Source: an optimization exercise on an open RTL-to-GDS flow (aim: small area). Production flows keep margins and buffers that such runs may drop.
Where RTL was checked, it was by simulation tests only, not by an equivalence proof against the original.
For run 1, only the layout was checked, not whether the RTL still works.
Power figures rest on the tool's default switching activity, not on a simulated workload.

==> flow/design.v (outline; a module is shown in full before it is edited, if it fits) <==
// module pps_synch: 147 lines
// module pfx_and: 20 lines
// module timestamptous: 784 lines
module pps_synch(
	input		clk,
	input		rst,
	input	[2:0]	pps,
	input	[2:0]	pps_sel,
	input		sysref,
	input	[31:0]	load_secs,
	input	[31:0]	load_ns,
	input	[7:0]	load_subns,
	input	[5:0]	ns_per_clk,
	input	[7:0]	subns_per_clk,
	input	[31:0]	delay_ns,
	input	[3:0]	mode,
	input	[2:0]	sanity_mode,
	input	[15:0]	lockout_ns,
	input	[31:0]	rollover_thresh_ns,
	input	[1:0]	capture_mode,
	output	[31:0]	captured_secs,
	output	[31:0]	captured_ns,
	output	[7:0]	captured_subns,
	output		captured,
	output	[31:0]	secs,
	output	[31:0]	ns,
	output	[7:0]	subns,
	output		running,
	output  [63:0]  timestamp_us,
	output          timestamp_valid
);
  // ...
==> flow/flow/run.sh <==
#!/bin/bash
export BUFFER_PORTS_ARGS="-buffer_cell sky130_fd_sc_hd__buf_1"
export CTS_ARGS="-sink_clustering_enable -repair_clock_nets -dont_use_dummy_load -buf_list {sky130_fd_sc_hd__clkbuf_8} -root_buf sky130_fd_sc_hd__clkbuf_8 -sink_clustering_size 18 -sink_clustering_max_diameter 70"
bash standard.sh > standard.log 2>&1
==> flow/standard.sh <==
#!/bin/bash
# synth_recipe.tcl (not shown) runs the flow's synth.tcl, then flattens the netlist and writes it again
# the make line also repeats each setting of config.mk as NAME=value (left out here)
make -C /OpenROAD-flow-scripts/flow DESIGN_CONFIG=/design/flow/config.mk WORK_HOME=/design/flow/orfs CLKGATE_MAP_FILE= SYNTH_SCRIPT=/design/flow/synth_recipe.tcl "${@:-finish}"
==> flow/config.mk <==
export PLATFORM = sky130hd
export DESIGN_NAME = pps_synch
export DESIGN_NICKNAME = pps_synch
export VERILOG_FILES = /design/flow/design.v
export SDC_FILE = /design/flow/constraint.sdc
export NUM_CORES = 4
export LEC_CHECK = 0
export CAP_MARGIN = 20
export CORE_MARGIN = 2
export CORE_UTILIZATION = 60
export SLEW_MARGIN = 20
==> flow/constraint.sdc <==
create_clock -name core_clock -period 5.0 [get_ports {clk}]
set_input_delay 1.0000 -clock core_clock [delete_from_list [all_inputs] [get_ports {clk}]]
set_output_delay 1.0000 -clock core_clock [all_outputs]
set_load 0.01 [all_outputs]
==> run_results.csv, run 1 <==
group,metric,value,unit
outcome,status,"complete, but fails checks",
outcome,failed_checks,"setup timing",
detailed_routing,drcViolationCount,0,
critical_path,reg2reg_depth,20,
power,swShare,0.4095,
yosys,synth_edf_count,124,
cells_and_area,largest_cell_class,"multi-input combinational cells",
cells_and_area,buffer_area_frac,0.07427,
placed_design,dp.cells,4599,
detailed_routing,wl_met2,45050,um
sta,grt_setup_unrepaired,"true",
sta,timing.final.ws_setup,-106.3,ps
detailed_routing,top_layer_used,"met5",
sta,setup_viol,1,
cells_and_area,multi_input_area,19530,um^2
yosys,synth_seq_area_share,0.3930,
power,powerDensity,601.8,nW/um^2
yosys,yosysUniqueCellTypes,79,
cells_and_area,area.growth.synth_to_final,12.83,%
global_route,met2_usage,0.5219,
die,die_w,246.8,um
yosys,syn-cell-area,35360,um^2
min_path,hold_end,"tstous.d2[34]",
cells_and_area,fin_util,0.6875,
clock_tree,ctsHoldBuffers,0,
==> run 2: changes to the inputs <==
--- a/flow/design.v
+++ b/flow/design.v
@@ -174,16 +174,17 @@
 	output        valid,
 	output [63:0] us
 );
 	wire [31:0] q = x[39:8];
 	wire [7:0]  r = x[7:0];
 	reg [31:0] s1_secs;
 	reg [21:0] s1_q;       
 	reg [3:0]  s1_c;
+	reg [11:0] s1_p;       
 	reg [31:0] s2_secs;
 	reg [22:0] s2_us;
 	wire t1_s1 = r[0] ^ r[3];
 	wire t1_c2 = r[0] & r[3];
 	wire t1_s3 = r[0] ^ r[3];
 	wire t1_c4 = r[0] & r[3];
 	wire t1_s5 = q[0] ^ q[2];
 	wire t1_c6 = q[0] & q[2];
@@ -524,172 +525,198 @@
 	wire t1_s341 = t1_s275 ^ t1_c206 ^ t1_c274;
 	wire t1_c342 = (t1_s275 & t1_c206) | (t1_s275 & t1_c274) | (t1_c206 & t1_c274);
 	wire t1_s343 = t1_s277 ^ t1_c210 ^ t1_c276;
 	wire t1_c344 = (t1_s277 & t1_c210) | (t1_s277 & t1_c276) | (t1_c210 & t1_c276);
 	wire t1_s345 = t1_c212 ^ t1_c278;
 	wire t1_c346 = t1_c212 & t1_c278;
 	wire [35:0] lo = {1'b1, 1'b1, t1_s345, t1_s343, t1_s341, t1_s339, t1_s337, t1_s335, t1_s333, t1_s331, t1_s329, t1_s327, t1_s325, t1_s323, t1_s321, t1_s319, t1_s317, t1_s315, t1_s313, t1_s311, t1_s309, t1_s307, t1_s305, t1_s303, t1_s301, t1_s299, t1_s297, t1_s295, t1_s293, t1_s291, t1_s289, t1_s287, t1_s285, t1_s283, t1_s281, t1_s279}
 	               + {1'b0, t1_c346, t1_c344, t1_c342, t1_c340, t1_c338, t1_c336, t1_c334, t1_c332, t1_c330, t1_c328, t1_c326, t1_c324, t1_c322, t1_c320, t1_c318, t1_c316, t1_c314, t1_c312, t1_c310, t1_c308, t1_c306, t1_c304, t1_c302, t1_c300, t1_c298, t1_c296, t1_c294, t1_c292, t1_c290, t1_c288, t1_c286, t1_c284, t1_c282, t1_c280, 1'b1};
-	wire t2_s1 = s1_q[0] ^ s1_q[5] ^ s1_q[11];
-	wire t2_c2 = (s1_q[0] & s1_q[5]) | (s1_q[0] & s1_q[11]) | (s1_q[5] & s1_q[11]);
-	wire t2_s3 = s1_q[1] ^ s1_q[6] ^ s1_q[12];
-	wire t2_c4 = (s1_q[1] & s1_q[6]) | (s1_q[1] & s1_q[12]) | (s1_q[6] & s1_q[12]);
-	wire t2_s5 = s1_q[15] ^ s1_q[17] ^ ~s1_q[8];
-	wire t2_c6 = (s1_q[15] & s1_q[17]) | (s1_q[15] & ~s1_q[8]) | (s1_q[17] & ~s1_q[8]);
-	wire t2_s7 = s1_q[2] ^ s1_q[7] ^ s1_q[13];
-	wire t2_c8 = (s1_q[2] & s1_q[7]) | (s1_q[2] & s1_q[13]) | (s1_q[7] & s1_q[13]);
-	wire t2_s9 = s1_q[16] ^ s1_q[18] ^ ~s1_q[9];
-	wire t2_c10 = (s1_q[16] & s1_q[18]) | (s1_q[16] & ~s1_q[9]) | (s1_q[18] & ~s1_q[9]);
-	wire t2_s11 = s1_q[3] ^ s1_q[8] ^ s1_q[14];
-	wire t2_c12 = (s1_q[3] & s1_q[8]) | (s1_q[3] & s1_q[14]) | (s1_q[8] & s1_q[14]);
-	wire t2_s13 = s1_q[17] ^ s1_q[19] ^ ~s1_q[10];
-	wire t2_c14 = (s1_q[17] & s1_q[19]) | (s1_q[17] & ~s1_q[10]) | (s1_q[19] & ~s1_q[10]);
-	wire t2_s15 = s1_q[4] ^ s1_q[9] ^ s1_q[15];
-	wire t2_c16 = (s1_q[4] & s1_q[9]) | (s1_q[4] & s1_q[15]) | (s1_q[9] & s1_q[15]);
-	wire t2_s17 = s1_q[18] ^ s1_q[20];
-	wire t2_c18 = s1_q[18] & s1_q[20];
-	wire t2_s19 = s1_q[5] ^ s1_q[10] ^ s1_q[16];
-	wire t2_c20 = (s1_q[5] & s1_q[10]) | (s1_q[5] & s1_q[16]) | (s1_q[10] & s1_q[16]);
-	wire t2_s21 = s1_q[19] ^ s1_q[21];
-	wire t2_c22 = s1_q[19] & s1_q[21];
-	wire t2_s23 = s1_q[6] ^ s1_q[11] ^ s1_q[17];
-	wire t2_c24 = (s1_q[6] & s1_q[11]) | (s1_q[6] & s1_q[17]) | (s1_q[11] & s1_q[17]);
-	wire t2_s25 = s1_q[7] ^ s1_q[12];
-	wire t2_c26 = s1_q[7] & s1_q[12];
-	wire t2_s27 = t2_s1 ^ s1_q[14] ^ s1_q[16];
-	wire t2_c28 = (t2_s1 & s1_q[14]) | (t2_s1 & s1_q[16]) | (s1_q[14] & s1_q[16]);
-	wire t2_s29 = t2_s3 ^ t2_s5 ^ ~s1_q[20];
-	wire t2_c30 = (t2_s3 & t2_s5) | (t2_s3 & ~s1_q[20]) | (t2_s5 & ~s1_q[20]);
-	wire t2_s31 = s1_c[1] ^ 1'b1;
-	wire t2_c32 = s1_c[1] & 1'b1;
-	wire t2_s33 = t2_s7 ^ t2_s9 ^ ~s1_q[21];
-	wire t2_c34 = (t2_s7 & t2_s9) | (t2_s7 & ~s1_q[21]) | (t2_s9 & ~s1_q[21]);
-	wire t2_s35 = s1_c[2] ^ t2_c4 ^ t2_c6;
-	wire t2_c36 = (s1_c[2] & t2_c4) | (s1_c[2] & t2_c6) | (t2_c4 & t2_c6);
-	wire t2_s37 = t2_s11 ^ t2_s13 ^ ~s1_c[3];
-	wire t2_c38 = (t2_s11 & t2_s13) | (t2_s11 & ~s1_c[3]) | (t2_s13 & ~s1_c[3]);
-	wire t2_s39 = ~1'b1 ^ t2_c8 ^ t2_c10;
-	wire t2_c40 = (~1'b1 & t2_c8) | (~1'b1 & t2_c10) | (t2_c8 & t2_c10);
-	wire t2_s41 = t2_s15 ^ t2_s17 ^ ~s1_q[11];
-	wire t2_c42 = (t2_s15 & t2_s17) | (t2_s15 & ~s1_q[11]) | (t2_s17 & ~s1_q[11]);
-	wire t2_s43 = 1'b1 ^ t2_c12 ^ t2_c14;
-	wire t2_c44 = (1'b1 & t2_c12) | (1'b1 & t2_c14) | (t2_c12 & t2_c14);
-	wire t2_s45 = t2_s19 ^ t2_s21 ^ ~s1_q[12];
-	wire t2_c46 = (t2_s19 & t2_s21) | (t2_s19 & ~s1_q[12]) | (t2_s21 & ~s1_q[12]);
-	wire t2_s47 = 1'b1 ^ t2_c16 ^ t2_c18;
-	wire t2_c48 = (1'b1 & t2_c16) | (1'b1 & t2_c18) | (t2_c16 & t2_c18);
-	wire t2_s49 = t2_s23 ^ s1_q[20] ^ ~s1_q[13];
-	wire t2_c50 = (t2_s23 & s1_q[20]) | (t2_s23 & ~s1_q[13]) | (s1_q[20] & ~s1_q[13]);
-	wire t2_s51 = 1'b1 ^ t2_c20 ^ t2_c22;
-	wire t2_c52 = (1'b1 & t2_c20) | (1'b1 & t2_c22) | (t2_c20 & t2_c22);
-	wire t2_s53 = t2_s25 ^ s1_q[18] ^ s1_q[21];
-	wire t2_c54 = (t2_s25 & s1_q[18]) | (t2_s25 & s1_q[21]) | (s1_q[18] & s1_q[21]);
-	wire t2_s55 = ~s1_q[14] ^ 1'b1 ^ t2_c24;
-	wire t2_c56 = (~s1_q[14] & 1'b1) | (~s1_q[14] & t2_c24) | (1'b1 & t2_c24);
-	wire t2_s57 = s1_q[8] ^ s1_q[13] ^ s1_q[19];
-	wire t2_c58 = (s1_q[8] & s1_q[13]) | (s1_q[8] & s1_q[19]) | (s1_q[13] & s1_q[19]);
-	wire t2_s59 = ~s1_q[15] ^ 1'b1 ^ t2_c26;
-	wire t2_c60 = (~s1_q[15] & 1'b1) | (~s1_q[15] & t2_c26) | (1'b1 & t2_c26);
-	wire t2_s61 = s1_q[9] ^ s1_q[14] ^ s1_q[20];
-	wire t2_c62 = (s1_q[9] & s1_q[14]) | (s1_q[9] & s1_q[20]) | (s1_q[14] & s1_q[20]);
-	wire t2_s63 = ~s1_q[16] ^ 1'b1;
-	wire t2_c64 = ~s1_q[16] & 1'b1;
-	wire t2_s65 = s1_q[10] ^ s1_q[15] ^ s1_q[21];
-	wire t2_c66 = (s1_q[10] & s1_q[15]) | (s1_q[10] & s1_q[21]) | (s1_q[15] & s1_q[21]);
-	wire t2_s67 = ~s1_q[17] ^ 1'b1;
-	wire t2_c68 = ~s1_q[17] & 1'b1;
-	wire t2_s69 = s1_q[11] ^ s1_q[16] ^ ~s1_q[18];
-	wire t2_c70 = (s1_q[11] & s1_q[16]) | (s1_q[11] & ~s1_q[18]) | (s1_q[16] & ~s1_q[18]);
-	wire t2_s71 = s1_q[12] ^ s1_q[17];
-	wire t2_c72 = s1_q[12] & s1_q[17];
-	wire t2_s73 = s1_q[13] ^ s1_q[18];
-	wire t2_c74 = s1_q[13] & s1_q[18];
-	wire t2_s75 = s1_q[14] ^ s1_q[19];
-	wire t2_c76 = s1_q[14] & s1_q[19];
-	wire t2_s77 = t2_s27 ^ ~s1_q[7];
-	wire t2_c78 = t2_s27 & ~s1_q[7];
-	wire t2_s79 = t2_s29 ^ t2_s31 ^ t2_c2;
-	wire t2_c80 = (t2_s29 & t2_s31) | (t2_s29 & t2_c2) | (t2_s31 & t2_c2);
-	wire t2_s81 = t2_s33 ^ t2_s35 ^ t2_c30;
-	wire t2_c82 = (t2_s33 & t2_s35) | (t2_s33 & t2_c30) | (t2_s35 & t2_c30);
-	wire t2_s83 = t2_s37 ^ t2_s39 ^ t2_c34;
-	wire t2_c84 = (t2_s37 & t2_s39) | (t2_s37 & t2_c34) | (t2_s39 & t2_c34);
-	wire t2_s85 = t2_s41 ^ t2_s43 ^ t2_c38;
-	wire t2_c86 = (t2_s41 & t2_s43) | (t2_s41 & t2_c38) | (t2_s43 & t2_c38);
-	wire t2_s87 = t2_s45 ^ t2_s47 ^ t2_c42;
-	wire t2_c88 = (t2_s45 & t2_s47) | (t2_s45 & t2_c42) | (t2_s47 & t2_c42);
-	wire t2_s89 = t2_s49 ^ t2_s51 ^ t2_c46;
-	wire t2_c90 = (t2_s49 & t2_s51) | (t2_s49 & t2_c46) | (t2_s51 & t2_c46);
-	wire t2_s91 = t2_s53 ^ t2_s55 ^ t2_c50;
-	wire t2_c92 = (t2_s53 & t2_s55) | (t2_s53 & t2_c50) | (t2_s55 & t2_c50);
-	wire t2_s93 = t2_s57 ^ t2_s59 ^ t2_c54;
-	wire t2_c94 = (t2_s57 & t2_s59) | (t2_s57 & t2_c54) | (t2_s59 & t2_c54);
-	wire t2_s95 = t2_s61 ^ t2_s63 ^ t2_c58;
-	wire t2_c96 = (t2_s61 & t2_s63) | (t2_s61 & t2_c58) | (t2_s63 & t2_c58);
-	wire t2_s97 = t2_s65 ^ t2_s67 ^ t2_c62;
-	wire t2_c98 = (t2_s65 & t2_s67) | (t2_s65 & t2_c62) | (t2_s67 & t2_c62);
-	wire t2_s99 = t2_s69 ^ 1'b1 ^ t2_c66;
-	wire t2_c100 = (t2_s69 & 1'b1) | (t2_s69 & t2_c66) | (1'b1 & t2_c66);
-	wire t2_s101 = t2_s71 ^ ~s1_q[19] ^ 1'b1;
-	wire t2_c102 = (t2_s71 & ~s1_q[19]) | (t2_s71 & 1'b1) | (~s1_q[19] & 1'b1);
-	wire t2_s103 = t2_s73 ^ ~s1_q[20] ^ 1'b1;
-	wire t2_c104 = (t2_s73 & ~s1_q[20]) | (t2_s73 & 1'b1) | (~s1_q[20] & 1'b1);
-	wire t2_s105 = t2_s75 ^ ~s1_q[21] ^ 1'b1;
-	wire t2_c106 = (t2_s75 & ~s1_q[21]) | (t2_s75 & 1'b1) | (~s1_q[21] & 1'b1);
-	wire t2_s107 = s1_q[15] ^ s1_q[20];
-	wire t2_c108 = s1_q[15] & s1_q[20];
-	wire t2_s109 = s1_q[16] ^ s1_q[21];
-	wire t2_c110 = s1_q[16] & s1_q[21];
-	wire t2_s111 = t2_s77 ^ ~s1_q[19];
-	wire t2_c112 = t2_s77 & ~s1_q[19];
-	wire t2_s113 = t2_s79 ^ t2_c28 ^ t2_c78;
-	wire t2_c114 = (t2_s79 & t2_c28) | (t2_s79 & t2_c78) | (t2_c28 & t2_c78);
-	wire t2_s115 = t2_s81 ^ t2_c32 ^ t2_c80;
-	wire t2_c116 = (t2_s81 & t2_c32) | (t2_s81 & t2_c80) | (t2_c32 & t2_c80);
-	wire t2_s117 = t2_s83 ^ t2_c36 ^ t2_c82;
-	wire t2_c118 = (t2_s83 & t2_c36) | (t2_s83 & t2_c82) | (t2_c36 & t2_c82);
-	wire t2_s119 = t2_s85 ^ t2_c40 ^ t2_c84;
-	wire t2_c120 = (t2_s85 & t2_c40) | (t2_s85 & t2_c84) | (t2_c40 & t2_c84);
-	wire t2_s121 = t2_s87 ^ t2_c44 ^ t2_c86;
-	wire t2_c122 = (t2_s87 & t2_c44) | (t2_s87 & t2_c86) | (t2_c44 & t2_c86);
-	wire t2_s123 = t2_s89 ^ t2_c48 ^ t2_c88;
-	wire t2_c124 = (t2_s89 & t2_c48) | (t2_s89 & t2_c88) | (t2_c48 & t2_c88);
-	wire t2_s125 = t2_s91 ^ t2_c52 ^ t2_c90;
-	wire t2_c126 = (t2_s91 & t2_c52) | (t2_s91 & t2_c90) | (t2_c52 & t2_c90);
-	wire t2_s127 = t2_s93 ^ t2_c56 ^ t2_c92;
-	wire t2_c128 = (t2_s93 & t2_c56) | (t2_s93 & t2_c92) | (t2_c56 & t2_c92);
-	wire t2_s129 = t2_s95 ^ t2_c60 ^ t2_c94;
-	wire t2_c130 = (t2_s95 & t2_c60) | (t2_s95 & t2_c94) | (t2_c60 & t2_c94);
-	wire t2_s131 = t2_s97 ^ t2_c64 ^ t2_c96;
-	wire t2_c132 = (t2_s97 & t2_c64) | (t2_s97 & t2_c96) | (t2_c64 & t2_c96);
-	wire t2_s133 = t2_s99 ^ t2_c68 ^ t2_c98;
-	wire t2_c134 = (t2_s99 & t2_c68) | (t2_s99 & t2_c98) | (t2_c68 & t2_c98);
-	wire t2_s135 = t2_s101 ^ t2_c70 ^ t2_c100;
-	wire t2_c136 = (t2_s101 & t2_c70) | (t2_s101 & t2_c100) | (t2_c70 & t2_c100);
-	wire t2_s137 = t2_s103 ^ t2_c72 ^ t2_c102;
-	wire t2_c138 = (t2_s103 & t2_c72) | (t2_s103 & t2_c102) | (t2_c72 & t2_c102);
-	wire t2_s139 = t2_s105 ^ t2_c74 ^ t2_c104;
-	wire t2_c140 = (t2_s105 & t2_c74) | (t2_s105 & t2_c104) | (t2_c74 & t2_c104);
-	wire t2_s141 = t2_s107 ^ t2_c76 ^ t2_c106;
-	wire t2_c142 = (t2_s107 & t2_c76) | (t2_s107 & t2_c106) | (t2_c76 & t2_c106);
-	wire t2_s143 = t2_s109 ^ 1'b1 ^ t2_c108;
-	wire t2_c144 = (t2_s109 & 1'b1) | (t2_s109 & t2_c108) | (1'b1 & t2_c108);
-	wire t2_s145 = s1_q[17] ^ 1'b1 ^ t2_c110;
-	wire t2_c146 = (s1_q[17] & 1'b1) | (s1_q[17] & t2_c110) | (1'b1 & t2_c110);
-	wire t2_s147 = s1_q[18] ^ 1'b1;
-	wire t2_c148 = s1_q[18] & 1'b1;
-	wire t2_s149 = s1_q[19] ^ 1'b1;
-	wire t2_c150 = s1_q[19] & 1'b1;
-	wire t2_s151 = s1_q[20] ^ 1'b1;
-	wire t2_c152 = s1_q[20] & 1'b1;
-	wire t2_s153 = s1_q[21] ^ 1'b1;
-	wire t2_c154 = s1_q[21] & 1'b1;
-	wire [22:0] nsus = {1'b1, t2_s153, t2_s151, t2_s149, t2_s147, t2_s145, t2_s143, t2_s141, t2_s139, t2_s137, t2_s135, t2_s133, t2_s131, t2_s129, t2_s127, t2_s125, t2_s123, t2_s121, t2_s119, t2_s117, t2_s115, t2_s113, t2_s111}
-	                 + {t2_c154, t2_c152, t2_c150, t2_c148, t2_c146, t2_c144, t2_c142, t2_c140, t2_c138, t2_c136, t2_c134, t2_c132, t2_c130, t2_c128, t2_c126, t2_c124, t2_c122, t2_c120, t2_c118, t2_c116, t2_c114, t2_c112, s1_c[0]};
+	wire tp_s1 = q[21] ^ q[24];
+	wire tp_c2 = q[21] & q[24];
+	wire tp_s3 = q[22] ^ q[25];
+	wire tp_c4 = q[22] & q[25];
+	wire tp_s5 = q[23] ^ q[26];
+	wire tp_c6 = q[23] & q[26];
+	wire tp_s7 = q[24] ^ q[27];
+	wire tp_c8 = q[24] & q[27];
+	wire tp_s9 = q[25] ^ q[28];
+	wire tp_c10 = q[25] & q[28];
+	wire tp_s11 = q[26] ^ q[29];
+	wire tp_c12 = q[26] & q[29];
+	wire tp_s13 = tp_s1 ^ q[26];
+	wire tp_c14 = tp_s1 & q[26];
+	wire tp_s15 = tp_s3 ^ q[27] ^ ~q[30];
+	wire tp_c16 = (tp_s3 & q[27]) | (tp_s3 & ~q[30]) | (q[27] & ~q[30]);
+	wire tp_s17 = tp_s5 ^ q[28] ^ ~q[31];
+	wire tp_c18 = (tp_s5 & q[28]) | (tp_s5 & ~q[31]) | (q[28] & ~q[31]);
+	wire tp_s19 = tp_s7 ^ q[29] ^ 1'b1;
+	wire tp_c20 = (tp_s7 & q[29]) | (tp_s7 & 1'b1) | (q[29] & 1'b1);
+	wire tp_s21 = tp_s9 ^ q[30] ^ 1'b1;
+	wire tp_c22 = (tp_s9 & q[30]) | (tp_s9 & 1'b1) | (q[30] & 1'b1);
+	wire tp_s23 = tp_s11 ^ q[31] ^ 1'b1;
+	wire tp_c24 = (tp_s11 & q[31]) | (tp_s11 & 1'b1) | (q[31] & 1'b1);
+	wire tp_s25 = q[27] ^ q[30] ^ 1'b1;
+	wire tp_c26 = (q[27] & q[30]) | (q[27] & 1'b1) | (q[30] & 1'b1);
+	wire tp_s27 = q[28] ^ q[31];
+	wire tp_c28 = q[28] & q[31];
+	wire tp_s29 = tp_s13 ^ ~q[29];
+	wire tp_c30 = tp_s13 & ~q[29];
+	wire tp_s31 = tp_s15 ^ tp_c2 ^ tp_c14;
+	wire tp_c32 = (tp_s15 & tp_c2) | (tp_s15 & tp_c14) | (tp_c2 & tp_c14);
+	wire tp_s33 = tp_s17 ^ tp_c4 ^ tp_c16;
+	wire tp_c34 = (tp_s17 & tp_c4) | (tp_s17 & tp_c16) | (tp_c4 & tp_c16);
+	wire tp_s35 = tp_s19 ^ tp_c6 ^ tp_c18;
+	wire tp_c36 = (tp_s19 & tp_c6) | (tp_s19 & tp_c18) | (tp_c6 & tp_c18);
+	wire tp_s37 = tp_s21 ^ tp_c8 ^ tp_c20;
+	wire tp_c38 = (tp_s21 & tp_c8) | (tp_s21 & tp_c20) | (tp_c8 & tp_c20);
+	wire tp_s39 = tp_s23 ^ tp_c10 ^ tp_c22;
+	wire tp_c40 = (tp_s23 & tp_c10) | (tp_s23 & tp_c22) | (tp_c10 & tp_c22);
+	wire tp_s41 = tp_s25 ^ tp_c12 ^ tp_c24;
+	wire tp_c42 = (tp_s25 & tp_c12) | (tp_s25 & tp_c24) | (tp_c12 & tp_c24);
+	wire tp_s43 = tp_s27 ^ 1'b1 ^ tp_c26;
+	wire tp_c44 = (tp_s27 & 1'b1) | (tp_s27 & tp_c26) | (1'b1 & tp_c26);
+	wire tp_s45 = q[29] ^ 1'b1 ^ tp_c28;
+	wire tp_c46 = (q[29] & 1'b1) | (q[29] & tp_c28) | (1'b1 & tp_c28);
+	wire tp_s47 = q[30] ^ 1'b1;
+	wire tp_c48 = q[30] & 1'b1;
+	wire tp_s49 = q[31] ^ 1'b1;
+	wire tp_c50 = q[31] & 1'b1;
+	wire [11:0] p = {1'b1, tp_s49, tp_s47, tp_s45, tp_s43, tp_s41, tp_s39, tp_s37, tp_s35, tp_s33, tp_s31, tp_s29}
+	               + {tp_c50, tp_c48, tp_c46, tp_c44, tp_c42, tp_c40, tp_c38, tp_c36, tp_c34, tp_c32, tp_c30, 1'b1};
+	wire t2_s1 = s1_q[3] ^ s1_q[8];
+	wire t2_c2 = s1_q[3] & s1_q[8];
+	wire t2_s3 = s1_q[0] ^ s1_q[5] ^ ~s1_q[7];
+	wire t2_c4 = (s1_q[0] & s1_q[5]) | (s1_q[0] & ~s1_q[7]) | (s1_q[5] & ~s1_q[7]);
+	wire t2_s5 = s1_q[1] ^ s1_q[6] ^ ~s1_q[8];
+	wire t2_c6 = (s1_q[1] & s1_q[6]) | (s1_q[1] & ~s1_q[8]) | (s1_q[6] & ~s1_q[8]);
+	wire t2_s7 = s1_q[2] ^ s1_q[7] ^ ~s1_q[9];
+	wire t2_c8 = (s1_q[2] & s1_q[7]) | (s1_q[2] & ~s1_q[9]) | (s1_q[7] & ~s1_q[9]);
+	wire t2_s9 = t2_s1 ^ ~s1_q[10] ^ s1_p[3];
+	wire t2_c10 = (t2_s1 & ~s1_q[10]) | (t2_s1 & s1_p[3]) | (~s1_q[10] & s1_p[3]);
+	wire t2_s11 = ~s1_c[3] ^ ~1'b1;
+	wire t2_c12 = ~s1_c[3] & ~1'b1;
+	wire t2_s13 = s1_q[4] ^ s1_q[9] ^ ~s1_q[11];
+	wire t2_c14 = (s1_q[4] & s1_q[9]) | (s1_q[4] & ~s1_q[11]) | (s1_q[9] & ~s1_q[11]);
+	wire t2_s15 = s1_p[4] ^ 1'b1 ^ t2_c2;
+	wire t2_c16 = (s1_p[4] & 1'b1) | (s1_p[4] & t2_c2) | (1'b1 & t2_c2);
+	wire t2_s17 = s1_q[5] ^ s1_q[10] ^ ~s1_q[12];
+	wire t2_c18 = (s1_q[5] & s1_q[10]) | (s1_q[5] & ~s1_q[12]) | (s1_q[10] & ~s1_q[12]);
+	wire t2_s19 = s1_p[5] ^ 1'b1;
+	wire t2_c20 = s1_p[5] & 1'b1;
+	wire t2_s21 = s1_q[6] ^ s1_q[11] ^ ~s1_q[13];
+	wire t2_c22 = (s1_q[6] & s1_q[11]) | (s1_q[6] & ~s1_q[13]) | (s1_q[11] & ~s1_q[13]);
+	wire t2_s23 = s1_p[6] ^ 1'b1;
+	wire t2_c24 = s1_p[6] & 1'b1;
+	wire t2_s25 = s1_q[7] ^ s1_q[12] ^ ~s1_q[14];
+	wire t2_c26 = (s1_q[7] & s1_q[12]) | (s1_q[7] & ~s1_q[14]) | (s1_q[12] & ~s1_q[14]);
+	wire t2_s27 = s1_p[7] ^ 1'b1;
+	wire t2_c28 = s1_p[7] & 1'b1;
+	wire t2_s29 = s1_q[8] ^ s1_q[13] ^ ~s1_q[15];
+	wire t2_c30 = (s1_q[8] & s1_q[13]) | (s1_q[8] & ~s1_q[15]) | (s1_q[13] & ~s1_q[15]);
+	wire t2_s31 = s1_p[8] ^ 1'b1;
+	wire t2_c32 = s1_p[8] & 1'b1;
+	wire t2_s33 = s1_q[9] ^ s1_q[14] ^ ~s1_q[16];
+	wire t2_c34 = (s1_q[9] & s1_q[14]) | (s1_q[9] & ~s1_q[16]) | (s1_q[14] & ~s1_q[16]);
+	wire t2_s35 = s1_p[9] ^ 1'b1;
+	wire t2_c36 = s1_p[9] & 1'b1;
+	wire t2_s37 = s1_q[10] ^ s1_q[15] ^ ~s1_q[17];
+	wire t2_c38 = (s1_q[10] & s1_q[15]) | (s1_q[10] & ~s1_q[17]) | (s1_q[15] & ~s1_q[17]);
+	wire t2_s39 = s1_p[10] ^ 1'b1;
+	wire t2_c40 = s1_p[10] & 1'b1;
+	wire t2_s41 = s1_q[11] ^ s1_q[16] ^ ~s1_q[18];
+	wire t2_c42 = (s1_q[11] & s1_q[16]) | (s1_q[11] & ~s1_q[18]) | (s1_q[16] & ~s1_q[18]);
+	wire t2_s43 = s1_p[11] ^ 1'b1;
+	wire t2_c44 = s1_p[11] & 1'b1;
+	wire t2_s45 = s1_q[12] ^ s1_q[17] ^ ~s1_q[19];
+	wire t2_c46 = (s1_q[12] & s1_q[17]) | (s1_q[12] & ~s1_q[19]) | (s1_q[17] & ~s1_q[19]);
+	wire t2_s47 = s1_q[13] ^ s1_q[18];
+	wire t2_c48 = s1_q[13] & s1_q[18];
+	wire t2_s49 = s1_q[14] ^ s1_q[19];
+	wire t2_c50 = s1_q[14] & s1_q[19];
+	wire t2_s51 = t2_s3 ^ s1_p[0];
+	wire t2_c52 = t2_s3 & s1_p[0];
+	wire t2_s53 = t2_s5 ^ s1_p[1] ^ s1_c[1];
+	wire t2_c54 = (t2_s5 & s1_p[1]) | (t2_s5 & s1_c[1]) | (s1_p[1] & s1_c[1]);
+	wire t2_s55 = t2_s7 ^ s1_p[2] ^ s1_c[2];
+	wire t2_c56 = (t2_s7 & s1_p[2]) | (t2_s7 & s1_c[2]) | (s1_p[2] & s1_c[2]);
+	wire t2_s57 = t2_s9 ^ t2_s11 ^ 1'b1;
+	wire t2_c58 = (t2_s9 & t2_s11) | (t2_s9 & 1'b1) | (t2_s11 & 1'b1);
+	wire t2_s59 = t2_s13 ^ t2_s15 ^ t2_c10;
+	wire t2_c60 = (t2_s13 & t2_s15) | (t2_s13 & t2_c10) | (t2_s15 & t2_c10);
+	wire t2_s61 = t2_s17 ^ t2_s19 ^ t2_c14;
+	wire t2_c62 = (t2_s17 & t2_s19) | (t2_s17 & t2_c14) | (t2_s19 & t2_c14);
+	wire t2_s63 = t2_s21 ^ t2_s23 ^ t2_c18;
+	wire t2_c64 = (t2_s21 & t2_s23) | (t2_s21 & t2_c18) | (t2_s23 & t2_c18);
+	wire t2_s65 = t2_s25 ^ t2_s27 ^ t2_c22;
+	wire t2_c66 = (t2_s25 & t2_s27) | (t2_s25 & t2_c22) | (t2_s27 & t2_c22);
+	wire t2_s67 = t2_s29 ^ t2_s31 ^ t2_c26;
+	wire t2_c68 = (t2_s29 & t2_s31) | (t2_s29 & t2_c26) | (t2_s31 & t2_c26);
+	wire t2_s69 = t2_s33 ^ t2_s35 ^ t2_c30;
+	wire t2_c70 = (t2_s33 & t2_s35) | (t2_s33 & t2_c30) | (t2_s35 & t2_c30);
+	wire t2_s71 = t2_s37 ^ t2_s39 ^ t2_c34;
+	wire t2_c72 = (t2_s37 & t2_s39) | (t2_s37 & t2_c34) | (t2_s39 & t2_c34);
+	wire t2_s73 = t2_s41 ^ t2_s43 ^ t2_c38;
+	wire t2_c74 = (t2_s41 & t2_s43) | (t2_s41 & t2_c38) | (t2_s43 & t2_c38);
+	wire t2_s75 = t2_s45 ^ 1'b1 ^ t2_c42;
+	wire t2_c76 = (t2_s45 & 1'b1) | (t2_s45 & t2_c42) | (1'b1 & t2_c42);
+	wire t2_s77 = t2_s47 ^ ~s1_q[20] ^ 1'b1;
+	wire t2_c78 = (t2_s47 & ~s1_q[20]) | (t2_s47 & 1'b1) | (~s1_q[20] & 1'b1);
+	wire t2_s79 = t2_s49 ^ ~s1_q[21] ^ 1'b1;
+	wire t2_c80 = (t2_s49 & ~s1_q[21]) | (t2_s49 & 1'b1) | (~s1_q[21] & 1'b1);
+	wire t2_s81 = s1_q[15] ^ s1_q[20];
+	wire t2_c82 = s1_q[15] & s1_q[20];
+	wire t2_s83 = s1_q[16] ^ s1_q[21];
+	wire t2_c84 = s1_q[16] & s1_q[21];
+	wire t2_s85 = t2_s51 ^ s1_c[0];
+	wire t2_c86 = t2_s51 & s1_c[0];
+	wire t2_s87 = t2_s53 ^ t2_c4 ^ t2_c52;
+	wire t2_c88 = (t2_s53 & t2_c4) | (t2_s53 & t2_c52) | (t2_c4 & t2_c52);
+	wire t2_s89 = t2_s55 ^ t2_c6 ^ t2_c54;
+	wire t2_c90 = (t2_s55 & t2_c6) | (t2_s55 & t2_c54) | (t2_c6 & t2_c54);
+	wire t2_s91 = t2_s57 ^ t2_c8 ^ t2_c56;
+	wire t2_c92 = (t2_s57 & t2_c8) | (t2_s57 & t2_c56) | (t2_c8 & t2_c56);
+	wire t2_s93 = t2_s59 ^ t2_c12 ^ t2_c58;
+	wire t2_c94 = (t2_s59 & t2_c12) | (t2_s59 & t2_c58) | (t2_c12 & t2_c58);
+	wire t2_s95 = t2_s61 ^ t2_c16 ^ t2_c60;
+	wire t2_c96 = (t2_s61 & t2_c16) | (t2_s61 & t2_c60) | (t2_c16 & t2_c60);
+	wire t2_s97 = t2_s63 ^ t2_c20 ^ t2_c62;
+	wire t2_c98 = (t2_s63 & t2_c20) | (t2_s63 & t2_c62) | (t2_c20 & t2_c62);
+	wire t2_s99 = t2_s65 ^ t2_c24 ^ t2_c64;
+	wire t2_c100 = (t2_s65 & t2_c24) | (t2_s65 & t2_c64) | (t2_c24 & t2_c64);
+	wire t2_s101 = t2_s67 ^ t2_c28 ^ t2_c66;
+	wire t2_c102 = (t2_s67 & t2_c28) | (t2_s67 & t2_c66) | (t2_c28 & t2_c66);
+	wire t2_s103 = t2_s69 ^ t2_c32 ^ t2_c68;
+	wire t2_c104 = (t2_s69 & t2_c32) | (t2_s69 & t2_c68) | (t2_c32 & t2_c68);
+	wire t2_s105 = t2_s71 ^ t2_c36 ^ t2_c70;
+	wire t2_c106 = (t2_s71 & t2_c36) | (t2_s71 & t2_c70) | (t2_c36 & t2_c70);
+	wire t2_s107 = t2_s73 ^ t2_c40 ^ t2_c72;
+	wire t2_c108 = (t2_s73 & t2_c40) | (t2_s73 & t2_c72) | (t2_c40 & t2_c72);
+	wire t2_s109 = t2_s75 ^ t2_c44 ^ t2_c74;
+	wire t2_c110 = (t2_s75 & t2_c44) | (t2_s75 & t2_c74) | (t2_c44 & t2_c74);
+	wire t2_s111 = t2_s77 ^ t2_c46 ^ t2_c76;
+	wire t2_c112 = (t2_s77 & t2_c46) | (t2_s77 & t2_c76) | (t2_c46 & t2_c76);
+	wire t2_s113 = t2_s79 ^ t2_c48 ^ t2_c78;
+	wire t2_c114 = (t2_s79 & t2_c48) | (t2_s79 & t2_c78) | (t2_c48 & t2_c78);
+	wire t2_s115 = t2_s81 ^ t2_c50 ^ t2_c80;
+	wire t2_c116 = (t2_s81 & t2_c50) | (t2_s81 & t2_c80) | (t2_c50 & t2_c80);
+	wire t2_s117 = t2_s83 ^ 1'b1 ^ t2_c82;
+	wire t2_c118 = (t2_s83 & 1'b1) | (t2_s83 & t2_c82) | (1'b1 & t2_c82);
+	wire t2_s119 = s1_q[17] ^ 1'b1 ^ t2_c84;
+	wire t2_c120 = (s1_q[17] & 1'b1) | (s1_q[17] & t2_c84) | (1'b1 & t2_c84);
+	wire t2_s121 = s1_q[18] ^ 1'b1;
+	wire t2_c122 = s1_q[18] & 1'b1;
+	wire t2_s123 = s1_q[19] ^ 1'b1;
+	wire t2_c124 = s1_q[19] & 1'b1;
+	wire t2_s125 = s1_q[20] ^ 1'b1;
+	wire t2_c126 = s1_q[20] & 1'b1;
+	wire t2_s127 = s1_q[21] ^ 1'b1;
+	wire t2_c128 = s1_q[21] & 1'b1;
+	wire [22:0] nsus = {1'b1, t2_s127, t2_s125, t2_s123, t2_s121, t2_s119, t2_s117, t2_s115, t2_s113, t2_s111, t2_s109, t2_s107, t2_s105, t2_s103, t2_s101, t2_s99, t2_s97, t2_s95, t2_s93, t2_s91, t2_s89, t2_s87, t2_s85}
+	               + {t2_c128, t2_c126, t2_c124, t2_c122, t2_c120, t2_c118, t2_c116, t2_c114, t2_c112, t2_c110, t2_c108, t2_c106, t2_c104, t2_c102, t2_c100, t2_c98, t2_c96, t2_c94, t2_c92, t2_c90, t2_c88, t2_c86, 1'b1};
 	wire t3_s1 = ~s2_secs[0] ^ s2_secs[2] ^ s2_secs[7];
 	wire t3_c2 = (~s2_secs[0] & s2_secs[2]) | (~s2_secs[0] & s2_secs[7]) | (s2_secs[2] & s2_secs[7]);
 	wire t3_s3 = ~s2_secs[1] ^ s2_secs[3] ^ s2_secs[8];
 	wire t3_c4 = (~s2_secs[1] & s2_secs[3]) | (~s2_secs[1] & s2_secs[8]) | (s2_secs[3] & s2_secs[8]);
 	wire t3_s5 = ~s2_secs[2] ^ s2_secs[4] ^ s2_secs[9];
 	wire t3_c6 = (~s2_secs[2] & s2_secs[4]) | (~s2_secs[2] & s2_secs[9]) | (s2_secs[4] & s2_secs[9]);
 	wire t3_s7 = ~s2_secs[3] ^ s2_secs[5] ^ s2_secs[10];
 	wire t3_c8 = (~s2_secs[3] & s2_secs[5]) | (~s2_secs[3] & s2_secs[10]) | (s2_secs[5] & s2_secs[10]);
@@ -917,25 +944,26 @@
 	wire t3_c230 = s2_secs[28] & 1'b1;
 	wire t3_s231 = s2_secs[29] ^ 1'b1;
 	wire t3_c232 = s2_secs[29] & 1'b1;
 	wire t3_s233 = s2_secs[30] ^ 1'b1;
 	wire t3_c234 = s2_secs[30] & 1'b1;
 	wire t3_s235 = s2_secs[31] ^ 1'b1;
 	wire t3_c236 = s2_secs[31] & 1'b1;
 	wire [51:0] m = {t3_s235, t3_s233, t3_s231, t3_s229, t3_s227, t3_s225, t3_s223, t3_s221, t3_s219, t3_s217, t3_s215, t3_s213, t3_s211, t3_s209, t3_s207, t3_s205, t3_s203, t3_s201, t3_s199, t3_s197, t3_s195, t3_s193, t3_s191, t3_s189, t3_s187, t3_s185, t3_s183, t3_s181, t3_s179, t3_s177, t3_s175, t3_s173, t3_s171, t3_s169, t3_s167, t3_s165, t3_s163, t3_s161, t3_s159, t3_s157, t3_s155, t3_s153, t3_s151, s2_secs[2], s2_secs[1], s2_secs[0], s2_us[5], s2_us[4], s2_us[3], s2_us[2], s2_us[1], s2_us[0]}
-	              + {t3_c234, t3_c232, t3_c230, t3_c228, t3_c226, t3_c224, t3_c222, t3_c220, t3_c218, t3_c216, t3_c214, t3_c212, t3_c210, t3_c208, t3_c206, t3_c204, t3_c202, t3_c200, t3_c198, t3_c196, t3_c194, t3_c192, t3_c190, t3_c188, t3_c186, t3_c184, t3_c182, t3_c180, t3_c178, t3_c176, t3_c174, t3_c172, t3_c170, t3_c168, t3_c166, t3_c164, t3_c162, t3_c160, t3_c158, t3_c156, t3_c154, t3_c152, s2_us[9], s2_us[8], s2_us[7], s2_us[6], 1'b0, 1'b0, 1'b0, 1'b0, 1'b0, 1'b0};
+	               + {t3_c234, t3_c232, t3_c230, t3_c228, t3_c226, t3_c224, t3_c222, t3_c220, t3_c218, t3_c216, t3_c214, t3_c212, t3_c210, t3_c208, t3_c206, t3_c204, t3_c202, t3_c200, t3_c198, t3_c196, t3_c194, t3_c192, t3_c190, t3_c188, t3_c186, t3_c184, t3_c182, t3_c180, t3_c178, t3_c176, t3_c174, t3_c172, t3_c170, t3_c168, t3_c166, t3_c164, t3_c162, t3_c160, t3_c158, t3_c156, t3_c154, t3_c152, s2_us[9], s2_us[8], s2_us[7], s2_us[6], 1'b0, 1'b0, 1'b0, 1'b0, 1'b0, 1'b0};
 	reg [51:0] b, d1, d2, d3, u;
 	reg [5:0]  validdly;
 	reg [2:0]  cnt;
 	wire settled = &cnt;
 	always @(posedge clk) begin
 		s1_secs <= secs;
 		s1_q <= q[31:10];
 		s1_c <= lo[35:32];
+		s1_p <= p;
 		s2_secs <= s1_secs;
 		s2_us <= nsus;
 		b <= m;
 		d1 <= b;
 		d2 <= d1;
 		d3 <= d2;
 		if (~settled | (d3 > u)) u <= d3;
 		if (rst) begin
==> flow/flow/run.sh (replaced) <==
#!/bin/bash
export BUFFER_PORTS_ARGS="-buffer_cell sky130_fd_sc_hd__buf_1"
export CTS_ARGS="-sink_clustering_enable -repair_clock_nets -dont_use_dummy_load -buf_list {sky130_fd_sc_hd__clkbuf_16} -root_buf sky130_fd_sc_hd__clkbuf_16 -sink_clustering_size 28 -sink_clustering_max_diameter 90"
bash standard.sh > standard.log 2>&1
==> flow/config.mk (replaced) <==
export PLATFORM = sky130hd
export DESIGN_NAME = pps_synch
export DESIGN_NICKNAME = pps_synch
export VERILOG_FILES = /design/flow/design.v
export SDC_FILE = /design/flow/constraint.sdc
export NUM_CORES = 4
export LEC_CHECK = 0
export CAP_MARGIN = 0
export CORE_MARGIN = 2
export CORE_UTILIZATION = 65
export SLEW_MARGIN = 0
==> run 2 against run 1 <==
  * Now clean on timing, DRC and antenna
  * Critical path depth is 3 lower
  * Utilization rose by 4.0 points
  * Total power is 1.9% higher
  * Synthesized cell count increased by 0.51%
  * Count of clock-buffer cells in the layout decreased by 18
  * Register-to-register slack gained 360 ps
  * Final area decreased by 1.2%
  * Die area decreased by 6.5%
==> run_results.csv, run 2 <==
group,metric,value,unit
cells_and_area,fin_nets,4643,
placed_design,gp_congestion,0.9527,
sta,hold_viol_final,0,
clock_tree,cts_max_level,1,
cells_and_area,stdcell_area,39410,um^2
cells_and_area,multi_input_area,19480,um^2
critical_path,worst-setup-path-type,"register to register",
yosys,ys.flop_type,"dfxtp_1",
yosys,syn_area_per_cell,10.67,um^2
critical_path,start_kind,"register",
clock_tree,numCtsBuffers,30,
clock_tree,clk_pin_slew,100,ps
critical_path,crit_fanout,6,
yosys,synth_top_area_frac,0.2910,
detailed_routing,firstDrtPassIters,6,
cells_and_area,drive_gt1_frac,0.04771,
critical_path,crit_chain,"inv_1 -> fa_1 -> fa_1 -> fa_1 -> inv_1 -> ha_1 -> nand2_1 -> nor2_1 -> a211oi_2 -> a2111oi_4 -> o311ai_2 -> a21oi_2 -> o21ai_1 -> a211oi_2 -> o21ai_0 -> o2bb2ai_1 -> xnor2_1",
die,die_w,238.6,um
critical_path,cpPeakStageDelay,550,ps
placed_design,hpwl,74280,um
global_route,grt_overflow_total,0,
power,powerDensity,620.6,nW/um^2
outcome,status,"timing/DRC/antenna clean",
cells_and_area,nFillCells,3835,
yosys,yosysTopAreaCell,"dfxtp_1",
power,p_leak,0.01795,uW
yosys,synthCells,3354,
sta,tightest_slew,1193,ps
global_route,antenna_found_initial,14,
die,ioPinCount,395,
placed_design,portBuffers,382,
die,core,54130,um^2
detailed_routing,avgRoutedWirePerCell,20.73,um
yosys,ys_seq_elements,644,
sta,fin_crit_sh,0.9489,
yosys,synth_commonest_cells,"inv_1, dfxtp_1, ha_1",
power,vdd_drop_max,0.0004563,V
sta,grt_setup_unrepaired,"false",
clock_tree,cts.sinks,644,
clock_tree,cts_tree,"built",
placed_design,placed_area,38520,um^2
critical_path,rrSetupSlack,260,ps
sta,relSlewSlack,0.2027,
sta,slew_viol_final,0,
yosys,yosysUniqueCellTypes,78,
sta,skew,103.0,ps
clock_tree,cts_max_path_buffers,3,
critical_path,worstPathArrival,5260,ps
cells_and_area,seq_area,14150,um^2
sta,fin_crit,4744,ps
die,initial_core_util,0.6609,
sta,fmaxAchievable,210.8,MHz
detailed_routing,ant_nets,0,
detailed_routing,vias_per_cell,5.741,
yosys,yosysMostFrequentCell,"inv_1",
detailed_routing,drt-total-wl,93190,um
yosys,yosysWarnings,2,
min_path,worstHoldPathCells,0,
yosys,syn-cell-area,35780,um^2
min_path,hold_path.class,"register to register",
placed_design,dp.cells,4455,
yosys,yosys-top-cells-area,"dfxtp_1, fa_1, ha_1",
yosys,ys_async_sr_fraction,0,
global_route,grt_pass1_vias,26680,
critical_path,crit_path_end_kind,"register",
die,die_height,238.6,um
critical_path,cp.required,5510,ps
clock_tree,cts_root_buf,"clkbuf_16",
global_route,grt_pass1_wl,143400,um
global_route,grt_max_degree,84,
run,maxCapViolations,0,
cells_and_area,most-common-layout-cells,"inv_1, dfxtp_1, buf_1, ha_1, fa_1",
cells_and_area,area.growth.synth_to_final,10.16,%
die,die_area,56930,um^2
sta,hold_ws,288.7,ps
global_route,grt_util_all_layers,0.3250,
critical_path,cp_common_cell,"fa_1",
cells_and_area,layoutNonFillerInstCount,4495,
critical_path,reg2reg_depth,17,
yosys,synth_edf_count,124,
detailed_routing,drt_iter0_drc,1734,
detailed_routing,vias,25810,
detailed_routing,drcViolationCount,0,
yosys,synth_seq_area_share,0.3951,
cells_and_area,final_common_cell,"inv_1",
cells_and_area,fin_util,0.7280,
clock_tree,clk_latency,620,ps
die,row_count,85,
sta,setup_viol,0,
critical_path,slowest_stage,"fa_1",
==> run 2: changes by cell type after synthesis, moves of 10 or more <==
| cell | change |
|---|---|
| dfxtp_1 | +12 |
| ha_1 | +18 |
| and2b_1 | +12 |
| inv_1 | +34 |
| clkbuf_1 | -11 |
| nor2_1 | -10 |
| xnor2_1 | +31 |
| nor2b_1 | -12 |
| and3_1 | -11 |
| a31oi_1 | -11 |
| nor4_1 | -11 |
==> run 2: where the power goes <==
group	switching [uW]	internal [uW]
Combinational	7840	6200
Clock	1530	1070
Sequential	768	7050
==> run 2: what timing repair did <==
item | 4_1_cts | 5_1_grt
resized for setup | 1 | 29
setup endpoints to repair | 1 | 27
setup buffers | 0 | 5
pin swaps | 0 | 6
hold buffers | 0 | 0
==> run 2: worst paths after layout <==
check                                       start            end
worst max-delay path            tstous.s2_secs[8]   tstous.b[48]
worst min-delay path                 tstous.b[29]  tstous.d1[29]
worst min register to register       tstous.b[29]  tstous.d1[29]
worst max register to register  tstous.s2_secs[8]   tstous.b[48]
==> run 2: final cells by class <==
type                       instances  share of cell area
antenna                            5           0.0003175
clock buffer                      30             0.01905
inverter                         527             0.05023
multi-input combinational       2116              0.4944
sequential                       644              0.3590
tap                              696             0.02210
timing repair buffer             477             0.05489
==> run 2: metal layers <==
metal / wire length (um) / share of wire / track usage
met1: 37970 / 0.41 / 0.4154
met2: 45170 / 0.48 / 0.5594
met3: 5871 / 0.063 / 0.04330
met4: 4080 / 0.044 / 0.1324
met5: 101 / 0.0011 / 0
==> run 2: kinds of logic (layout without fill, tap and decap cells) <==
group	after synthesis	count (layout)	share of synthesized area
AOI/OAI and AO/OA	590	590	0.1071
xor gates and xnor gates	159	159	0.03893
adders and majority gates	663	663	0.2944
buffers and inverters	605	1034	0.06509
DFF	644	644	0.3951
muxes	13	13	0.003637
other	1	17	0.0001048
and+or+nand+nor	679	679	0.09565
==> run 2: worst max-delay path: cells and delay by family, from the launching register on <==
family,cells,cell delay (ps)
fa+ha+maj,4,1940
compound gates,8,1650
flops,1,420
buf+inv,2,200
xor+xnor,1,120
simple gates,2,300
==> run 2: per-stage QoR <==
stage	total power [uW]	setup slack (ps)	TNS (ps)
floorplan	17840	78.18	0
global placement	20840	49.96	0
detailed placement	21530	-39.73	-39.73
CTS	24300	4.661	0
global route	26630	9.932	0
finish	24460	255.6	0
==> run 3: changes to the inputs <==
==> flow/flow/run.sh (replaced) <==
#!/bin/bash
export BUFFER_PORTS_ARGS="-buffer_cell sky130_fd_sc_hd__buf_1"
export CTS_ARGS="-sink_clustering_enable -repair_clock_nets -dont_use_dummy_load -buf_list {sky130_fd_sc_hd__clkbuf_8} -root_buf sky130_fd_sc_hd__clkbuf_8 -sink_clustering_size 20 -sink_clustering_max_diameter 60"
bash standard.sh > standard.log 2>&1
==> run 3 against run 2 <==
  * Still clean
  * Final area is 0.22% lower
  * Final cell count up 0.42%
  * Synthesized cell count did not move
  * Global-route usage down 0.22 points
  * Wire length is 0.68% lower
  * Sequential power hardly changed
  * Utilization down 0.16 points
  * Combinational power is essentially flat
  * Critical path depth unchanged
  * Sequential share of layout area rose by 0.079 points
  * Setup slack lost 46 ps
  * Synthesized area stayed put
==> run_results.csv, run 3 <==
group,metric,value,unit
min_path,worstHoldPathCells,0,
clock_tree,numCtsBuffers,48,
yosys,synth_commonest_cells,"inv_1, dfxtp_1, ha_1",
sta,slew_viol_final,0,
cells_and_area,seq_area,14150,um^2
yosys,synth_seq_area_share,0.3951,
critical_path,start_kind,"register",
cells_and_area,nFillCells,3850,
cells_and_area,multi_input_area,19490,um^2
critical_path,worst-setup-path-type,"register to register",
clock_tree,ctsHoldBuffers,0,
detailed_routing,vias_per_cell,5.717,
critical_path,reg2reg_depth,17,
yosys,synth_edf_count,124,
outcome,status,"timing/DRC/antenna clean",
global_route,antenna_found_initial,16,
global_route,grt_overflow_total,0,
global_route,grt_util_all_layers,0.3228,
power,p_leak,0.01793,uW
clock_tree,clk_latency,680,ps
critical_path,timing.rr.end,"tstous.s2_us[22]",
clock_tree,cts.sinks,644,
cells_and_area,area.growth.synth_to_final,9.915,%
run,maxCapViolations,0,
global_route,grt_pass1_wl,142100,um
detailed_routing,drt_iter0_drc,1769,
yosys,yosysMostFrequentCell,"inv_1",
global_route,grt_max_degree,84,
detailed_routing,avgRoutedWirePerCell,20.50,um
placed_design,dp.cells,4455,
sta,fmaxAchievable,208.8,MHz
die,initial_core_util,0.6609,
sta,skew,70.69,ps
detailed_routing,drcViolationCount,0,
die,core,54130,um^2
critical_path,cp.required,5560,ps
global_route,grt_pass1_vias,26640,
placed_design,hpwl,74280,um
die,die_area,56930,um^2
min_path,hold_path.class,"register to register",
yosys,yosysWarnings,2,
cells_and_area,most-common-layout-cells,"inv_1, dfxtp_1, buf_1, ha_1, fa_1",
yosys,synthCells,3354,
die,row_count,85,
yosys,syn_area_per_cell,10.67,um^2
die,die_w,238.6,um
cells_and_area,final_common_cell,"inv_1",
yosys,synth_top_area_frac,0.2910,
power,finalPower,24160,uW
sta,hold_viol_final,0,
yosys,ys.flop_type,"dfxtp_1",
clock_tree,cts_root_buf,"clkbuf_8",
clock_tree,cts_max_level,2,
die,ioPinCount,395,
min_path,hold_end,"tstous.d1[22]",
critical_path,crit_fanout,3,
sta,hold_ws,283.1,ps
sta,fin_crit,4790,ps
yosys,ys_seq_elements,644,
power,vdd_drop_max,0.0004600,V
yosys,syn-cell-area,35780,um^2
critical_path,worstPathArrival,5350,ps
critical_path,rr_startpoint,"tstous.s1_q[7]",
sta,relSlewSlack,0.1966,
clock_tree,clk_pin_slew,120,ps
yosys,yosysUniqueCellTypes,78,
placed_design,gp_congestion,0.9527,
detailed_routing,vias,25810,
sta,fin_crit_sh,0.9580,
clock_tree,cts_max_path_buffers,3,
sta,setup_viol,0,
yosys,ys_async_sr_fraction,0,
cells_and_area,drive_gt1_frac,0.05220,
detailed_routing,drt-total-wl,92550,um
die,die_height,238.6,um
critical_path,crit_path_end_kind,"register",
critical_path,rrSetupSlack,210,ps
sta,tightest_slew,1202,ps
placed_design,portBuffers,382,
min_path,hold_start,"tstous.b[22]",
cells_and_area,layoutNonFillerInstCount,4514,
detailed_routing,ant_nets,0,
yosys,yosys-top-cells-area,"dfxtp_1, fa_1, ha_1",
yosys,yosysTopAreaCell,"dfxtp_1",
power,powerDensity,614.5,nW/um^2
detailed_routing,firstDrtPassIters,5,
cells_and_area,fin_nets,4661,
clock_tree,cts_tree,"built",
[run 3: where the power goes]
part	internal, uW	switching, uW
Sequential	7050	743
Combinational	6190	7770
Clock	858	1560
Total	14100	10100
[run 3: layout make-up]
cell class,count,area share
inverters,527,0.05034
clock buffers,48,0.01680
flip-flops and latches,644,0.3598
repair buffers,477,0.05501
well taps,696,0.02215
multi-input cells,2116,0.4955
diodes,6,0.0003818
[run 3: per-layer routing]
metal | global-route usage | up-vias | wire [um]
met2 | 0.5548 | 1018 | 45340
met4 | 0.1252 | 16 | 3455
met1 | 0.4080 | 12460 | 37300
met5 | 0 | - | 99
li1 | - | 12080 | -
met3 | 0.05485 | 241 | 6356
[run 3: cell families (layout without fill, tap and decap cells)]
| logic type | Yosys count | in the layout | share of synthesized area |
|---|---|---|---|
| compound gates | 590 | 590 | 0.1071 |
| xor+xnor | 159 | 159 | 0.03893 |
| fa+ha+maj | 663 | 663 | 0.2944 |
| buf+inv | 605 | 1052 | 0.06509 |
| flops | 644 | 644 | 0.3951 |
| mux | 13 | 13 | 0.003637 |
| other cells | 1 | 18 | 0.0001048 |
| simple gates | 679 | 679 | 0.09565 |
[run 3: how the worst max path moves through the flow]
stage                    from                to  slack, ps  cells past startpoint
2_1_floorplan     tstous.u[1]       tstous.u[0]         80                     13
3_3_place_gp        step_r[0]        delay_ge_r         50                     24
3_5_place_dp        step_r[0]        delay_ge_r        -40                     24
4_1_cts             step_r[0]        delay_ge_r         20                     24
5_1_grt             step_r[0]        delay_ge_r         -6                     24
6_report       tstous.s1_q[7]  tstous.s2_us[22]        210                     17
[run 3: timing repair]
| item | in CTS | in global routing |
|---|---|---|
| pin swaps | 0 | 7 |
| setup endpoints to repair | 1 | 28 |
| gates resized for setup | 1 | 28 |
| cloned | 0 | 0 |
| buffers inserted | 0 | 5 |
[run 3: per-stage QoR]
step	instance area, um^2	setup WS, ps	utilization	TNS [ps]
after CTS	39190	21.18	0.7239	0
after global placement	38520	49.96	0.7116	0
after floorplan	35820	78.18	-	0
after global routing	39310	-5.612	0.7262	-9.448
final	39320	210.0	0.7264	0
after detailed placement	38520	-39.73	0.7116	-39.73
[run 3: critical path: stages, from the launching register on]
cell      delay, ps
dfxtp_1         410
inv_1           120
fa_1            530
fa_1            440
fa_1            540
inv_1            50
ha_1            320
nor2b_1         140
o21ai_0         200
a21boi_0        160
o21ai_1         240
a21boi_0        160
o211ai_1        270
a21oi_1         160
o41ai_1         420
o21ai_0         170
a21oi_1         190
xnor2_1         130
==> run 4: changes to the inputs <==
==> flow/flow/run.sh (replaced) <==
#!/bin/bash
export BUFFER_PORTS_ARGS="-buffer_cell sky130_fd_sc_hd__buf_1"
export CTS_ARGS="-sink_clustering_enable -repair_clock_nets -dont_use_dummy_load -buf_list {sky130_fd_sc_hd__clkbuf_8} -root_buf sky130_fd_sc_hd__clkbuf_8 -sink_clustering_size 16 -sink_clustering_max_diameter 70"
bash standard.sh > standard.log 2>&1
==> run 4 against run 3 <==
  * Still clean on timing, DRC and antenna
  * Clock power is 2% higher
  * Total power is 0.27% higher
  * Count of clock-buffer cells in the layout is 1 higher
  * Non-clock buffer count is 1 lower
  * Global-route usage is 0.35 points higher
  * Largest cell class unchanged
  * Highest routed layer unchanged
==> run_results.csv, run 4 <==
group,metric,value,unit
critical_path,worstPathArrival,5470,ps
yosys,synth_compound_area_frac,0.1071,
sta,setup_viol,0,
yosys,yosys.area_share.simple,0.09565,
critical_path,rrSetupSlack,130,ps
placed_design,portBuffers,382,
detailed_routing,vias_per_cell,5.730,
sta,slew_viol_final,0,
yosys,yosysTopAreaCell,"dfxtp_1",
yosys,synth-xor-area-share,0.03893,
yosys,synthAdderAreaFrac,0.2944,
global_route,grt_pass1_vias,26800,
min_path,hold_end,"tstous.s2_secs[0]",
critical_path,reg2reg_depth,17,
sta,skew,71.20,ps
yosys,yosysUniqueCellTypes,78,
min_path,hold_path.class,"register to register",
power,powerDensity,616.2,nW/um^2
yosys,yosys-top-cells-area,"dfxtp_1, fa_1, ha_1",
cells_and_area,fin_nets,4661,
yosys,synth_commonest_cells,"inv_1, dfxtp_1, ha_1",
power,finalPower,24230,uW
global_route,grt_max_degree,84,
die,row_count,85,
sta,hold_viol_final,0,
power,p_leak,0.01793,uW
cells_and_area,final_common_cell,"inv_1",
sta,final.setup.tns,0,ps
power,vdd_drop_max,0.0004671,V
critical_path,worst-setup-path-type,"register to register",
yosys,muxShareOfSynthArea,0.003637,
clock_tree,cts_tree,"built",
yosys,yosysWarnings,2,
die,ioPinCount,395,
yosys,synthCells,3354,
detailed_routing,vias,25860,
yosys,yosysMostFrequentCell,"inv_1",
detailed_routing,drt-total-wl,93310,um
critical_path,timing.rr.end,"tstous.s2_us[22]",
global_route,grt_pass1_wl,143300,um
yosys,syn_area_per_cell,10.67,um^2
outcome,status,"timing/DRC/antenna clean",
yosys,ys.flop_type,"dfxtp_1",
global_route,grt_overflow_total,0,
placed_design,dp.cells,4455,
detailed_routing,drt_iter0_drc,1721,
detailed_routing,avgRoutedWirePerCell,20.67,um
critical_path,crit_fanout,3,
critical_path,cp.required,5600,ps
clock_tree,clk_latency,680,ps
yosys,synth_seq_area_share,0.3951,
sta,fmaxAchievable,205.5,MHz
cells_and_area,stdcell_area,39320,um^2
detailed_routing,ant_nets,0,
yosys,ys_seq_elements,644,
clock_tree,cts_root_buf,"clkbuf_8",
cells_and_area,layoutNonFillerInstCount,4513,
yosys,synth_top_area_frac,0.2910,
detailed_routing,drcViolationCount,0,
critical_path,crit_path_end_kind,"register",
clock_tree,cts_max_path_buffers,3,
cells_and_area,drive_gt1_frac,0.05168,
die,initial_core_util,0.6609,
clock_tree,cts_max_level,2,
placed_design,hpwl,74280,um
die,die_w,238.6,um
clock_tree,ctsHoldBuffers,0,
clock_tree,clk_pin_slew,90,ps
critical_path,rr_startpoint,"tstous.s1_q[7]",
yosys,ys_async_sr_fraction,0,
die,die_area,56930,um^2
clock_tree,cts.sinks,644,
min_path,worstHoldPathCells,0,
sta,fin_crit,4866,ps
global_route,grt_util_all_layers,0.3263,
placed_design,placed_area,38520,um^2
die,die_height,238.6,um
sta,tightest_slew,1178,ps
global_route,antenna_found_initial,13,
run,maxCapViolations,0,
placed_design,gp_congestion,0.9527,
cells_and_area,area.growth.synth_to_final,9.898,%
yosys,synth_top_family_by_area,"adder cells",
detailed_routing,firstDrtPassIters,6,
yosys,syn-cell-area,35780,um^2
sta,fin_crit_sh,0.9733,
die,core,54130,um^2
cells_and_area,most-common-layout-cells,"inv_1, dfxtp_1, buf_1, ha_1, fa_1",
yosys,synth_edf_count,124,
sta,relSlewSlack,0.2126,
critical_path,start_kind,"register",
min_path,hold_start,"tstous.s1_secs[0]",
clock_tree,numCtsBuffers,49,
run 4: cell counts after synthesis:
No cell type changed its count.
run 4: critical path, cell delays in order (launching register included):
cell and delay, ps:
dfxtp_1 410, inv_1 130, fa_1 530, fa_1 440, fa_1 540, inv_1 40
ha_1 310, nor2b_1 140, o21ai_0 230, a21boi_0 170, o21ai_0 330, a21boi_0 190
o211ai_1 320, a21oi_2 120, o41ai_1 380, o21ai_0 170, a21oi_1 190, xnor2_1 130
run 4: power by group:
part	total, uW	switching [uW]	internal (uW)
clock network	2460	1580	876
logic	14000	7790	6170
registers	7810	753	7050
run 4: through the flow:
stage | setup slack (ps) | util | hold slack (ps)
3_5_place_dp | -39.73 | 0.7116 | 312.1
3_3_place_gp | 49.96 | 0.7116 | 309.6
2_1_floorplan | 78.18 | - | 309.6
5_1_grt | -10.69 | 0.7262 | 243.3
6_report | 133.6 | 0.7263 | 259.1
4_1_cts | 9.466 | 0.7241 | 235.3
run 4: routing by layer:
metal / vias up / GRT usage / share of wire
met5: - / 0 / 0.00086
met4: 12 / 0.1402 / 0.043
met3: 268 / 0.05104 / 0.064
met2: 995 / 0.5598 / 0.49
met1: 12510 / 0.4107 / 0.40
li1: 12070 / - / -
run 4: repair_timing:
item,4_1_cts,5_1_grt
gates resized for setup,1,25
pin swaps,0,8
setup endpoints to repair,1,25
buffers inserted,0,4
run 4: logic make-up after synthesis:
family / after synthesis
buffers and inverters: 605
flip-flops: 644
AO/OA/AOI/OAI: 590
XOR/XNOR: 159
AND/OR/NAND/NOR: 679
adder cells (fa/ha/maj): 663
other: 1
multiplexers: 13
run 4: cell type report:
type	instances	area, um^2
Timing Repair Buffer	476	2156
Antenna cell	5	12.51
Sequential cell	644	14150
Tap cell	696	870.8
Clock buffer	49	674.4
Inverter	527	1979
Fill cell	3857	14820
Multi-Input combinational cell	2116	19480
run 4: how the worst max path moves through the flow:
stage / start / endpoint
global placement: step_r[0] / delay_ge_r
floorplan: tstous.u[1] / tstous.u[0]
CTS: step_r[0] / delay_ge_r
finish: tstous.s1_q[7] / tstous.s2_us[22]
detailed placement: step_r[0] / delay_ge_r
global route: tstous.s2_secs[9] / tstous.b[48]

==> what the ideal ports hide <==
How much do the figures lean on ideal ports? The routed layouts below were timed once more, with nothing changed but the port constraints. Step 1 (the two cells are an assumption about what drives the block):
set clk [get_ports {clk}]
set_driving_cell -lib_cell sky130_fd_sc_hd__clkbuf_16 $clk
set_driving_cell -lib_cell sky130_fd_sc_hd__buf_2 [delete_from_list [all_inputs] $clk]
Step 2 times the ports against the registers' clock, not the clock port: input delays grow and output delays shrink by t, the midpoint of the rising clock arrivals with the driver on. Three values: ideal, step 1, step 2; two values: the first two.
run	shift t [ns]	slack for setup (ns)	worst setup path after step 2	clock arrival spread, ns
run 1	0.708	-0.106 / -0.106 / -0.106	register to register	0.063 / 0.062
run 2	0.635	0.256 / 0.256 / 0.256	register to register	0.103 / 0.103
run 3	0.696	0.210 / 0.210 / 0.210	register to register	0.076 / 0.076
run 4	0.704	0.134 / 0.134 / 0.134	register to register	0.079 / 0.079
